Source: an optimization exercise on an open RTL-to-GDS flow (aim: small area and a short achievable clock period). Production flows keep margins and buffers that such runs may drop.
The RTL was checked by simulation tests, not by an equivalence proof against the original design.
Power figures rest on the tool's default switching activity, not on a simulated workload.

==> job 2107 <==
Design regalu, start of the top module:
module regalu (
    input clk,
    input rst,
    input [3:0] read_reg1,
    input [3:0] read_reg2,
    input [3:0] write_reg,
    input [2:0] alu_ctrl,
    input reg_write,
    input load,
    input [18:0] load_data,
    output [31:0] result,
    output zero
);
==> module regfile, before the edit <==
module regfile (
    input clk,
    input rst,
    input [3:0] read_reg1,
    input [3:0] read_reg2,
    input [3:0] write_reg,
    input [18:0] write_data,
    input reg_write,
    output [18:0] read_data1,
    output [18:0] read_data2
);
    reg [18:0] data [0:15];
    reg [15:0] valid;
    wire [15:0] we;
    wire [15:0] sel1, sel2;
    reg [18:0] rd1, rd2;
    integer j;
    genvar i;
    generate
        for (i = 0; i < 16; i = i + 1) begin : g
            assign we[i] = reg_write & (write_reg == i);
            assign sel1[i] = valid[i] & (read_reg1 == i);
            assign sel2[i] = valid[i] & (read_reg2 == i);
            always @(posedge clk)
                if (we[i]) data[i] <= write_data;
        end
    endgenerate
    always @(posedge clk or posedge rst)
        if (rst) valid <= 16'b0;
        else valid <= valid | we;
    always @(*) begin
        rd1 = 19'b0;
        rd2 = 19'b0;
        for (j = 0; j < 16; j = j + 1) begin
            rd1 = rd1 | ({19{sel1[j]}} & data[j]);
            rd2 = rd2 | ({19{sel2[j]}} & data[j]);
        end
    end
    assign read_data1 = rd1;
    assign read_data2 = rd2;
endmodule
==> module alu, before the edit <==
module alu (
    input [18:0] a,
    input [18:0] b,
    input [2:0] alu_ctrl,
    output [31:0] result,
    output zero
);
    wire is_add = (alu_ctrl == 3'd0);
    wire is_sub = (alu_ctrl == 3'd1);
    wire is_and = (alu_ctrl == 3'd2);
    wire is_or  = (alu_ctrl == 3'd3);
    wire is_xor = (alu_ctrl == 3'd4);
    wire [18:0] ab_and = a & b;
    wire [18:0] ab_or  = a | b;
    wire [18:0] ab_xor = a ^ b;
    wire [19:0] sum  = {1'b0, a} + {1'b0, b};
    wire [19:0] diff = {1'b0, a} - {1'b0, b};
    wire [18:0] low = ({19{is_add}} & sum[18:0])
                    | ({19{is_sub}} & diff[18:0])
                    | ({19{is_and}} & ab_and)
                    | ({19{is_or}}  & ab_or)
                    | ({19{is_xor}} & ab_xor);
    wire bit19 = (is_add & sum[19]) | (is_sub & diff[19]);
    wire high  = is_sub & diff[19];
    assign result = {{12{high}}, bit19, low};
    assign zero = ((is_add | is_or) & ~|ab_or)
                | ((is_sub | is_xor) & ~|ab_xor)
                | (is_and & ~|ab_and)
                | (alu_ctrl[2] & (alu_ctrl[1] | alu_ctrl[0]));
endmodule
==> module regalu, before the edit <==
module regalu (
    input clk,
    input rst,
    input [3:0] read_reg1,
    input [3:0] read_reg2,
    input [3:0] write_reg,
    input [2:0] alu_ctrl,
    input reg_write,
    input load,
    input [18:0] load_data,
    output [31:0] result,
    output zero
);
    wire [18:0] a, b;
    wire [18:0] wdata = load ? load_data : result[18:0];
    regfile rf (
        .clk(clk),
        .rst(rst),
        .read_reg1(read_reg1),
        .read_reg2(read_reg2),
        .write_reg(write_reg),
        .write_data(wdata),
        .reg_write(reg_write),
        .read_data1(a),
        .read_data2(b)
    );
    alu alu_inst (
        .a(a),
        .b(b),
        .alu_ctrl(alu_ctrl),
        .result(result),
        .zero(zero)
    );
endmodule
clock: 8.0 ns
lec_check: 0
cap_margin: 20
core_margin: 2
core_utilization: 40
setup_slack_margin: 1.5
slew_margin: 20
run.sh (not shown) runs the stock make flow with config.mk's settings and CLKGATE_MAP_FILE= SYNTH_SCRIPT=/design/flow/synth_recipe.tcl, a recipe that flattens the netlist after the stock synthesis.
==> job 8129: changes against job 2107 <==
==> flow/design.v (replaced) <==
module regfile (
    input clk,
    input rst,
    input [3:0] read_reg1,
    input [3:0] read_reg2,
    input [3:0] write_reg,
    input [18:0] write_data,
    input reg_write,
    output [18:0] read_data1,
    output [18:0] read_data2
);
    reg [31:0] registers [15:0];
    integer i;
    assign read_data1 = registers[read_reg1];
    assign read_data2 = registers[read_reg2];
    always @(posedge clk or posedge rst) begin
        if (rst) begin
            for (i = 0; i < 16; i = i + 1) registers[i] <= 32'b0;
        end else if (reg_write) begin
            registers[write_reg] <= write_data;
        end
    end
endmodule
module alu (
    input [31:0] a,
    input [31:0] b,
    input [2:0] alu_ctrl,
    output reg [31:0] result,
    output reg zero
);
    always @(*) begin
        case (alu_ctrl)
            3'b000: result = a + b;
            3'b001: result = a - b;
            3'b010: result = a & b;
            3'b011: result = a | b;
            3'b100: result = a ^ b;
            default: result = 32'b0;
        endcase
        zero = (result == 32'b0);
    end
endmodule
module regalu (
    input clk,
    input rst,
    input [3:0] read_reg1,
    input [3:0] read_reg2,
    input [3:0] write_reg,
    input [2:0] alu_ctrl,
    input reg_write,
    input load,
    input [18:0] load_data,
    output [31:0] result,
    output zero
);
    wire [31:0] a, b;
    wire [18:0] wdata = load ? load_data : result[18:0];
    regfile rf (
        .clk(clk),
        .rst(rst),
        .read_reg1(read_reg1),
        .read_reg2(read_reg2),
        .write_reg(write_reg),
        .write_data(wdata),
        .reg_write(reg_write),
        .read_data1(a),
        .read_data2(b)
    );
    alu alu_inst (
        .a(a),
        .b(b),
        .alu_ctrl(alu_ctrl),
        .result(result),
        .zero(zero)
    );
endmodule
==> summary.txt <==
Cell-internal power: job 2107 3470 uW; job 8129 4510 uW
Primary flip-flop cell chosen by synthesis mapping: job 2107 edfxtp_1; job 8129 dfrtp_1
Fraction of the mapped netlist area in adder cells: job 2107 0.0466; job 8129 0.0427
Multiplexer fraction of the synthesized cell area: job 2107 0.0206; job 8129 0.0152
Net count reported at finish: job 2107 1938; job 8129 2616
Fill count: job 2107 3455; job 8129 3828
Global-route wire length before repair: job 2107 100000 um; job 8129 123000 um
Total Routed Length: job 2107 71600 um; job 8129 83200 um
Run status: job 2107 timing/DRC/antenna clean; job 8129 timing/DRC/antenna clean
Met2 routed WL: job 2107 31700 um; job 8129 37600 um
Routed length on met1: job 2107 27700 um; job 8129 32000 um
Antenna diode instance count: job 2107 1; job 8129 0
Worst relative slew slack: job 2107 0.532; job 8129 0.264
Synth top area share: job 2107 0.538; job 8129 0.424
CP endpoint: job 2107 result[12]; job 8129 zero
Register-to-Register Path Depth: job 2107 31; job 8129 23
Cell taking the most area after synthesis: job 2107 edfxtp_1; job 8129 dfrtp_1
Fraction of final layout cells sized beyond drive strength 1: job 2107 0.414; job 8129 0.325
Routability congestion estimate from global placement: job 2107 0.985; job 8129 0.998
Leakage power summed over all cells: job 2107 0.00916 uW; job 8129 0.0113 uW
Well Taps: job 2107 539; job 8129 592
Area of the mapped netlist: job 2107 17000 um2; job 8129 17900 um2
Number of vias per cell: job 2107 6.48; job 8129 6.33

[static timing again, ports no longer ideal]
How much do the figures lean on ideal ports? The routed layouts below were timed once more, with nothing changed but the port constraints.
Step 1: set_driving_cell puts a clkbuf_16 on clk and a buf_2 on each other input, an assumption about the parent block.
Step 2 also shifts input and output timing later by t, the mid clock arrival at the registers, as if the neighbouring blocks saw the same clock.
a / b / c = no drivers / after step 1 / after step 2; a / b = the first two.
run | shift t [ns] | setup WS [ns] | worst setup path at the end | clock arrival spread, ns | worst data-port slew with drivers (ns)
job 2107 | 0.635 | 0.993 / 0.945 / 0.633 | input to register | 0.033 / 0.033 | 0.06
job 8129 | 0.631 | 0.512 / 0.454 / 0.454 | input to output | 0.016 / 0.015 | 0.09
After both steps every run listed still meets setup and hold. The setup slack of job 2107, which loses most, moves by -0.048 ns with the drivers and by -0.360 ns with both steps.
